From an optimization exercise on the open Yosys and OpenROAD flow, aimed at small area and a short achievable clock period; shortcuts taken in it are not production practice. In this exercise RTL edits were held to simulation tests only and were not proved equivalent to the original. No driver is modelled on the clock port, so clock power and skew are understated where the tree is cut down; a real chip needs a root buffer or a tree. No activity file was given, so power comes from the tool's default toggle rates.

==> job 6272 <==
==> flow/design.v <==
module usart (
    input wire clk,
    input wire rst,
    input wire [7:0] tx_data_in,
    input wire tx_write_en,
    output wire tx_full,
    output wire tx_serial_out,
    input wire rx_serial_in,
    output wire [7:0] rx_data_out,
    input wire rx_read_en,
    output wire rx_empty
);
    integer i;
    reg [7:0]  tmem [0:15];
    reg [15:0] tosel;
    reg        te;
    reg [3:0]  tcnt;
    reg        tld;
    reg [7:0]  tsh;
    reg        tso;
    wire t_rd = tcnt[3];                    
    wire t_wr = tx_write_en & ~tosel[15];   
    wire [15:0] t_up = {tosel[14:0], te};   
    reg  [7:0]  t_byte;
    always @* begin
        t_byte = 8'd0;
        for (i = 0; i < 16; i = i + 1)
            t_byte = t_byte | ({8{tld & t_up[i]}} & tmem[i]);
    end
    always @(posedge clk)
        if (t_wr) begin
            tmem[0] <= tx_data_in;
            for (i = 1; i < 16; i = i + 1)
                tmem[i] <= tmem[i - 1];
        end
    always @(posedge clk)
        tld <= t_rd;
    always @(posedge clk) begin
        if (rst) begin
            tosel <= 16'd0; te <= 1'b1;
            tcnt <= 4'd0; tsh <= 8'd0; tso <= 1'b0;
        end else begin
            if (t_wr & ~t_rd) begin
                tosel <= t_up;
                te <= 1'b0;
            end else if (t_rd & ~t_wr) begin
                tosel <= {1'b0, tosel[15:1]};
                te <= tosel[0];
            end
            if (~te & (tcnt == 4'd0)) tcnt <= 4'd8;
            else if (tcnt != 4'd0) tcnt <= tcnt - 4'd1;
            tsh <= t_byte | ({tsh[6:0], 1'b0} & {8{~tld}});
            tso <= tsh[7];
        end
    end
    assign tx_full = tosel[15];
    assign tx_serial_out = tso;
    reg [7:0]  rsh;
    reg [2:0]  rbc;
    reg        rwe;
    reg [7:0]  rmem [0:15];
    reg [15:0] rosel;
    reg        re;
    reg [7:0]  rdo;
    wire r_wr = rwe & ~rosel[15];           
    wire r_rd = rx_read_en & ~re;
    reg [7:0] r_byte;
    always @* begin
        r_byte = 8'd0;
        for (i = 0; i < 16; i = i + 1)
            r_byte = r_byte | ({8{rosel[i]}} & rmem[i]);
    end
    always @(posedge clk)
        rsh <= {rsh[6:0], rx_serial_in};
    always @(posedge clk)
        if (r_wr) begin
            rmem[0] <= rsh;
            for (i = 1; i < 16; i = i + 1)
                rmem[i] <= rmem[i - 1];
        end
    always @(posedge clk) begin
        if (rst) begin
            rbc <= 3'd0; rwe <= 1'b0;
            rosel <= 16'd0; re <= 1'b1;
            rdo <= 8'd0;
        end else begin
            rbc <= rbc + 3'd1;
            rwe <= (rbc == 3'd7);
            if (r_rd) rdo <= r_byte;
            if (r_wr & ~r_rd) begin
                rosel <= {rosel[14:0], re};
                re <= 1'b0;
            end else if (r_rd & ~r_wr) begin
                rosel <= {1'b0, rosel[15:1]};
                re <= rosel[0];
            end
        end
    end
    assign rx_data_out = rdo;
    assign rx_empty = re;
endmodule
==> flow/flow/run.sh <==
#!/bin/bash
set -euo pipefail
W=$(pwd)
bash standard.sh \
  SKIP_CTS_REPAIR_TIMING=1 \
  POST_CTS_TCL="$W/flow/post_cts.tcl" \
  finish > "$W/standard.log" 2>&1
==> flow/flow/post_cts.tcl <==
# Runs inside ORFS's cts.tcl after clock_tree_synthesis and detailed placement.
set block [ord::get_db_block]
set cnet [[$block findBTerm clk] getNet]
set roots {}
foreach it [$cnet getITerms] { lappend roots [$it getInst] }
if {[llength $roots] == 1} {
  set root [lindex $roots 0]
  set rnet [[$root findITerm X] getNet]
  set loads {}
  foreach it [$rnet getITerms] {
    if {[$it isInputSignal]} { lappend loads $it }
  }
  if {[llength $loads] <= 4} {
    foreach it $loads { $it disconnect; $it connect $cnet }
    [$root findITerm A] disconnect
    [$root findITerm X] disconnect
    puts "post_cts: removed clock root buffer [$root getName]; clock port drives [llength $loads] pins"
    odb::dbInst_destroy $root
    odb::dbNet_destroy $rnet
  } else {
    puts "post_cts: root buffer drives [llength $loads] pins; tree left as it is"
  }
}
estimate_parasitics -placement
repair_timing_helper
detailed_placement
check_placement -verbose
estimate_parasitics -placement
report_checks -path_delay max -format full_clock_expanded
==> flow/standard.sh <==
#!/bin/bash
# synth_recipe.tcl (not shown) runs the flow's synth.tcl, then flattens the netlist and writes it again
# the make line also repeats each setting of config.mk as NAME=value (left out here)
make -C /OpenROAD-flow-scripts/flow DESIGN_CONFIG=/design/flow/config.mk WORK_HOME=/design/flow/orfs CLKGATE_MAP_FILE= SYNTH_SCRIPT=/design/flow/synth_recipe.tcl "${@:-finish}"
==> flow/config.mk <==
export PLATFORM = sky130hd
export DESIGN_NAME = usart
export DESIGN_NICKNAME = usart
export VERILOG_FILES = /design/flow/design.v
export SDC_FILE = /design/flow/constraint.sdc
export NUM_CORES = 4
export LEC_CHECK = 0
export ABC_CLOCK_PERIOD_IN_PS = 1500
export CAP_MARGIN = 20
export CORE_MARGIN = 2
export CORE_UTILIZATION = 70
export CTS_CLUSTER_DIAMETER = 100
export CTS_CLUSTER_SIZE = 24
export SETUP_SLACK_MARGIN = 2.5
export SLEW_MARGIN = 20
==> flow/constraint.sdc <==
create_clock -name core_clock -period 4.0 [get_ports {clk}]
set_input_delay 0.8000 -clock core_clock [delete_from_list [all_inputs] [get_ports {clk}]]
set_output_delay 0.8000 -clock core_clock [all_outputs]
set_load 0.01 [all_outputs]
==> inputs of job 8233, as changes to job 6272 <==
--- a/flow/design.v
+++ b/flow/design.v
@@ -41,11 +41,6 @@
             tcnt <= 4'd0; tsh <= 8'd0; tso <= 1'b0;
         end else begin
-            if (t_wr & ~t_rd) begin
-                tosel <= t_up;
-                te <= 1'b0;
-            end else if (t_rd & ~t_wr) begin
-                tosel <= {1'b0, tosel[15:1]};
-                te <= tosel[0];
-            end
+            tosel <= t_wr ? (t_rd ? tosel : t_up) : (t_rd ? {1'b0, tosel[15:1]} : tosel);
+            te <= ~t_wr & (t_rd ? tosel[0] : te);
             if (~te & (tcnt == 4'd0)) tcnt <= 4'd8;
             else if (tcnt != 4'd0) tcnt <= tcnt - 4'd1;
@@ -88,11 +83,6 @@
             rwe <= (rbc == 3'd7);
             if (r_rd) rdo <= r_byte;
-            if (r_wr & ~r_rd) begin
-                rosel <= {rosel[14:0], re};
-                re <= 1'b0;
-            end else if (r_rd & ~r_wr) begin
-                rosel <= {1'b0, rosel[15:1]};
-                re <= rosel[0];
-            end
+            rosel <= r_rd ? (r_wr ? rosel : {1'b0, rosel[15:1]}) : (r_wr ? {rosel[14:0], re} : rosel);
+            re <= ~r_wr & (r_rd ? rosel[0] : re);
         end
     end
==> flow/flow/run.sh (replaced) <==
#!/bin/bash
# The standard layout (standard.sh) with one change to clock tree synthesis:
# TritonCTS builds its tree (without dummy loads), then post_cts.tcl replaces
# the top of the tree (root buffer and first-level buffers) by four buffers
# that the clock port drives directly, each driving a quarter of the leaf
# buffers; then the timing repair that cts.tcl would have run (skipped there
# so that it sees the final tree).
set -euo pipefail
W=$(pwd)
bash standard.sh \
  SKIP_CTS_REPAIR_TIMING=1 \
  POST_CTS_TCL="$W/flow/post_cts.tcl" \
  "CTS_ARGS=-sink_clustering_enable -repair_clock_nets -buf_list sky130_fd_sc_hd__clkbuf_8 -sink_clustering_size 16 -sink_clustering_max_diameter 100 -dont_use_dummy_load" \
  finish > "$W/standard.log" 2>&1
==> flow/flow/clock_top.tcl (new file) <==
# Rebuild the top of the clock tree TritonCTS made: remove every buffer above
# the leaf buffers (those that drive registers), then let the clock port drive
# K new buffers, each driving a group of nearby leaf buffers.
proc clk_loads {net} {
  set l {}
  foreach it [$net getITerms] { if {[$it isInputSignal]} { lappend l $it } }
  return $l
}
proc clk_is_inner_buffer {inst} {
  if {![string match *clkbuf* [[$inst getMaster] getName]]} { return 0 }
  set onet [[$inst findITerm X] getNet]
  if {$onet eq "NULL"} { return 0 }
  foreach it [clk_loads $onet] {
    if {![string match *clkbuf* [[[$it getInst] getMaster] getName]]} { return 0 }
  }
  return 1
}
proc rebuild_clock_top {K master_name} {
  set block [ord::get_db_block]
  set db [ord::get_db]
  set cnet [[$block findBTerm clk] getNet]
  set frontier [clk_loads $cnet]
  set level {}
  set removed 0
  while {[llength $frontier] > 0} {
    set it [lindex $frontier 0]
    set frontier [lrange $frontier 1 end]
    set inst [$it getInst]
    if {[clk_is_inner_buffer $inst]} {
      set onet [[$inst findITerm X] getNet]
      foreach l [clk_loads $onet] { lappend frontier $l }
      foreach t [$inst getITerms] { if {[$t getNet] ne "NULL"} { $t disconnect } }
      odb::dbInst_destroy $inst
      odb::dbNet_destroy $onet
      incr removed
    } else {
      $it disconnect
      lappend level $it
    }
  }
  set pts {}
  foreach it $level {
    set bb [[$it getInst] getBBox]
    lappend pts [list $it [expr {([$bb xMin] + [$bb xMax]) / 2}] [expr {([$bb yMin] + [$bb yMax]) / 2}]]
  }
  set groups [list $pts]
  while {[llength $groups] < $K} {
    set gi 0; set best -1
    for {set i 0} {$i < [llength $groups]} {incr i} {
      if {[llength [lindex $groups $i]] > $best} { set best [llength [lindex $groups $i]]; set gi $i }
    }
    if {$best < 2} { break }
    set g [lindex $groups $gi]
    set xs [lsort -integer [lmap p $g {lindex $p 1}]]
    set ys [lsort -integer [lmap p $g {lindex $p 2}]]
    set ax [expr {([lindex $xs end] - [lindex $xs 0]) >= ([lindex $ys end] - [lindex $ys 0]) ? 1 : 2}]
    set s [lsort -integer -index $ax $g]
    set h [expr {[llength $s] / 2}]
    set groups [lreplace $groups $gi $gi [lrange $s 0 [expr {$h - 1}]] [lrange $s $h end]]
  }
  set master [$db findMaster $master_name]
  set n 0
  foreach g $groups {
    set sx 0; set sy 0
    foreach p $g { incr sx [lindex $p 1]; incr sy [lindex $p 2] }
    set cx [expr {$sx / [llength $g]}]; set cy [expr {$sy / [llength $g]}]
    set inst [odb::dbInst_create $block $master "clkbuf_top_$n"]
    set net [odb::dbNet_create $block "clknet_top_$n"]
    $net setSigType CLOCK
    [$inst findITerm A] connect $cnet
    [$inst findITerm X] connect $net
    foreach p $g { [lindex $p 0] connect $net }
    $inst setLocation $cx $cy
    $inst setPlacementStatus PLACED
    incr n
  }
  puts "rebuild_clock_top: removed $removed buffers; the clock port drives $n buffers over [llength $level] leaf pins"
}
==> flow/flow/post_cts.tcl (replaced) <==
# Runs inside ORFS's cts.tcl after clock_tree_synthesis and detailed placement.
source [file join [file dirname [info script]] clock_top.tcl]
rebuild_clock_top 4 sky130_fd_sc_hd__clkbuf_16
detailed_placement
check_placement -verbose
estimate_parasitics -placement
repair_timing_helper
detailed_placement
check_placement -verbose
estimate_parasitics -placement
report_clock_latency
report_checks -path_delay max -format full_clock_expanded
- CORE_UTILIZATION: 70 -> 65
- SETUP_SLACK_MARGIN: 2.5 -> 2.4
==> run summary <==
metric                                                                          job 6272                 job 8233
Termination of the worst setup path                                            rosel[13]                   tsh[0]
Leakage dissipation                                                             4.437 nW                 4.092 nW
Fraction of met1 tracks used by global routing                                    40.72%                   36.67%
Reg2Reg Setup Slack                                                              2.30 ns                  2.41 ns
Met3 routing resource usage after global routing                                  3.995%                   4.525%
Depth of the worst register-to-register path                                          10                        4
Multi-input gate share of total cell area                                         19.40%                   19.10%
Met2 routed wirelength                                                          13.67 mm                 12.03 mm
Via count of the first global-routing pass                                         6,881                    6,599
Adder-cell area share of the yosys netlist                                       0.6420%                  0.4299%
Worst Path Class, Setup                                           input pin to flip-flop   flip-flop to flip-flop
Starting density of the core                                                      71.02%                   66.85%
CP max stage cell                                                                mux2i_1                  dfxtp_1
P_comb                                                                          0.490 mW                 0.469 mW
Instance count after placement with tap cells included                               937                      929
Total power draw                                                                6.141 mW                 6.210 mW
Multi-input combinational cell count                                                 360                      349
Run status                                                       complete, no violations  complete, no violations
Min Hold Slack                                                                 0.3581 ns                0.3557 ns
Number of standard cells in the layout, taps in and fillers out                    1,015                      975
Die height                                                                      133.3 µm                 137.8 µm
Sequential fraction of total cell area                                            67.04%                   71.43%

---

==> inputs of build 19 <==
// usart: RTL as listed in full above, without the edits since
==> flow/config.mk <==
export PLATFORM = sky130hd
export DESIGN_NAME = usart
export DESIGN_NICKNAME = usart
export VERILOG_FILES = /design/flow/design.v
export SDC_FILE = /design/flow/constraint.sdc
export NUM_CORES = 4
export LEC_CHECK = 0
export ABC_CLOCK_PERIOD_IN_PS = 1500
export CAP_MARGIN = 20
export CORE_MARGIN = 2
export CORE_UTILIZATION = 65
export CTS_CLUSTER_DIAMETER = 100
export CTS_CLUSTER_SIZE = 24
export SETUP_SLACK_MARGIN = 2.4
export SLEW_MARGIN = 20
==> flow/constraint.sdc <==
create_clock -name core_clock -period 4.0 [get_ports {clk}]
set_input_delay 0.8000 -clock core_clock [delete_from_list [all_inputs] [get_ports {clk}]]
set_output_delay 0.8000 -clock core_clock [all_outputs]
set_load 0.01 [all_outputs]
standard.sh (not shown) runs the stock make flow with config.mk's settings and CLKGATE_MAP_FILE= SYNTH_SCRIPT=/design/flow/synth_recipe.tcl, a recipe that flattens the netlist after the stock synthesis.
==> flow/flow/run.sh <==
#!/bin/bash
set -euo pipefail
W=$(pwd)
bash standard.sh \
  SKIP_CTS_REPAIR_TIMING=1 \
  POST_CTS_TCL="$W/flow/post_cts.tcl" \
  finish > "$W/standard.log" 2>&1
==> flow/flow/post_cts.tcl <==
# Runs inside ORFS's cts.tcl after clock_tree_synthesis and detailed placement.
set block [ord::get_db_block]
set cnet [[$block findBTerm clk] getNet]
set roots {}
foreach it [$cnet getITerms] { lappend roots [$it getInst] }
if {[llength $roots] == 1} {
  set root [lindex $roots 0]
  set rnet [[$root findITerm X] getNet]
  set loads {}
  foreach it [$rnet getITerms] {
    if {[$it isInputSignal]} { lappend loads $it }
  }
  if {[llength $loads] <= 4} {
    foreach it $loads { $it disconnect; $it connect $cnet }
    [$root findITerm A] disconnect
    [$root findITerm X] disconnect
    puts "post_cts: removed clock root buffer [$root getName]; clock port drives [llength $loads] pins"
    odb::dbInst_destroy $root
    odb::dbNet_destroy $rnet
  } else {
    puts "post_cts: root buffer drives [llength $loads] pins; tree left as it is"
  }
}
estimate_parasitics -placement
repair_timing_helper
detailed_placement
check_placement -verbose
estimate_parasitics -placement
report_checks -path_delay max -format full_clock_expanded
==> build 30 (differences from build 19) <==
==> flow/design.v (replaced) <==
module usart (
    input wire clk,
    input wire rst,
    input wire [7:0] tx_data_in,
    input wire tx_write_en,
    output wire tx_full,
    output wire tx_serial_out,
    input wire rx_serial_in,
    output wire [7:0] rx_data_out,
    input wire rx_read_en,
    output wire rx_empty
);
    reg [7:0] tmem [0:15];
    reg [3:0] twp, trp;
    reg       tf, te;           
    reg [3:0] tcnt;             
    reg [7:0] tsh;
    reg       tso;
    wire t_rd   = tcnt[3];                  
    wire t_load = (tcnt == 4'd7);
    wire t_wr   = tx_write_en & ~tf;
    wire [3:0] trp_m1 = trp - 4'd1;         
    always @(posedge clk)
        if (t_wr) tmem[twp] <= tx_data_in;
    always @(posedge clk or posedge rst) begin
        if (rst) begin
            twp <= 4'd0; trp <= 4'd0; tf <= 1'b0; te <= 1'b1;
            tcnt <= 4'd0; tsh <= 8'd0; tso <= 1'b0;
        end else begin
            if (t_wr) twp <= twp + 4'd1;
            if (t_rd) trp <= trp + 4'd1;
            if (t_wr & ~t_rd) begin
                tf <= (twp + 4'd1 == trp);
                te <= 1'b0;
            end else if (t_rd & ~t_wr) begin
                tf <= 1'b0;
                te <= (trp + 4'd1 == twp);
            end
            if (~te & (tcnt == 4'd0)) tcnt <= 4'd8;
            else if (tcnt != 4'd0) tcnt <= tcnt - 4'd1;
            tsh <= t_load ? tmem[trp_m1] : {tsh[6:0], 1'b0};
            tso <= tsh[7];
        end
    end
    assign tx_full = tf;
    assign tx_serial_out = tso;
    reg [7:0] rsh;
    reg [2:0] rbc;
    reg       rwe;
    reg [7:0] rmem [0:15];
    reg [3:0] rwp, rrp;
    reg       rf, re;
    reg [7:0] rdo;
    wire r_wr = rwe & ~rf;
    wire r_rd = rx_read_en & ~re;
    always @(posedge clk)
        rsh <= {rsh[6:0], rx_serial_in};
    always @(posedge clk)
        if (r_wr) rmem[rwp] <= rsh;
    always @(posedge clk or posedge rst) begin
        if (rst) begin
            rbc <= 3'd0; rwe <= 1'b0;
            rwp <= 4'd0; rrp <= 4'd0; rf <= 1'b0; re <= 1'b1;
            rdo <= 8'd0;
        end else begin
            rbc <= rbc + 3'd1;
            rwe <= (rbc == 3'd7);
            if (r_wr) rwp <= rwp + 4'd1;
            if (r_rd) begin
                rrp <= rrp + 4'd1;
                rdo <= rmem[rrp];
            end
            if (r_wr & ~r_rd) begin
                rf <= (rwp + 4'd1 == rrp);
                re <= 1'b0;
            end else if (r_rd & ~r_wr) begin
                rf <= 1'b0;
                re <= (rrp + 4'd1 == rwp);
            end
        end
    end
    assign rx_data_out = rdo;
    assign rx_empty = re;
endmodule
==> flow/run.sh (new file) <==
#!/bin/bash
# synth_recipe.tcl (not shown) runs the flow's synth.tcl, then flattens the netlist and writes it again
# the make line also repeats each setting of config.mk as NAME=value (left out here)
make -C /OpenROAD-flow-scripts/flow DESIGN_CONFIG=/design/flow/config.mk WORK_HOME=/design/flow/orfs CLKGATE_MAP_FILE= SYNTH_SCRIPT=/design/flow/synth_recipe.tcl finish
CTS_CLUSTER_DIAMETER = not set   (was 100)
CTS_CLUSTER_SIZE = not set   (was 24)
SETUP_SLACK_MARGIN = 2.5   (was 2.4)
removed: flow/flow/run.sh
removed: flow/flow/post_cts.tcl
removed: flow/standard.sh
==> qor summary <==
|  | build 19 | build 30 |
|---|---|---|
| FF+latch count, synth | 324 | 309 |
| Floorplan die area | 19080 um^2 | 20240 um^2 |
| Synthesized netlist net count | 760 | 761 |
| Per-cell via count in the routed design | 6.716 | 6.296 |
| Worst slack at placement | 851.5 ps | 1025 ps |
| Run status | no timing/DRC/antenna violations | no timing/DRC/antenna violations |
| Adder-cell share of the synthesized area | 0.006420 | 0.01813 |
| Worst clock skew on the final layout | 22.10 ps | 11.54 ps |
| Number of detailed-routing iterations run before antenna repair | 7 | 5 |
| Height of the chip | 138.1 um | 142.3 um |
| Slowest library cell on the worst path | sky130_fd_sc_hd__mux2i_2 | sky130_fd_sc_hd__mux4_2 |
| Share of Yosys cell area claimed by the top area cell type | 0.6574 | 0.6187 |
| Non-filler cells in the finished layout | 1013 | 1088 |
| Num Clock Sinks | 324 | 309 |

-- afterwards: timing with drivers on the ports --
Ports are ideal in the flow. The routed layouts listed here were re-timed in OpenROAD. Step 1, drivers: a clkbuf_16 drives clk and a buf_2 each remaining input, both assumed. Step 2 also shifts input and output timing later by t, the mid clock arrival at the registers, as if the neighbouring blocks saw the same clock. a / b / c = ideal ports / drivers / drivers and shift; a / b = the first two.
| run | t (ns) | slack for setup (ns) | hold WS [ns] | slew at the worst register clock pin (ns) |
|---|---|---|---|---|
| job 6272 | 0.422 | 2.215 / 2.242 / 1.820 | 0.358 / 0.358 / 0.358 | 0.10 / 0.10 |
| job 8233 | 0.390 | 2.412 / 2.319 / 2.105 | 0.356 / 0.356 / 0.356 | 0.10 / 0.10 |
| build 19 | 0.411 | 2.281 / 2.291 / 1.891 | 0.359 / 0.359 / 0.359 | 0.09 / 0.09 |
| build 30 | 0.584 | 1.701 / 1.701 / 1.701 | 0.437 / 0.437 / 0.437 | 0.07 / 0.07 |
After both steps setup and hold are still met in every run listed. The setup slack of job 6272, which loses most, moves by +0.027 ns with the drivers and by -0.395 ns with both steps.
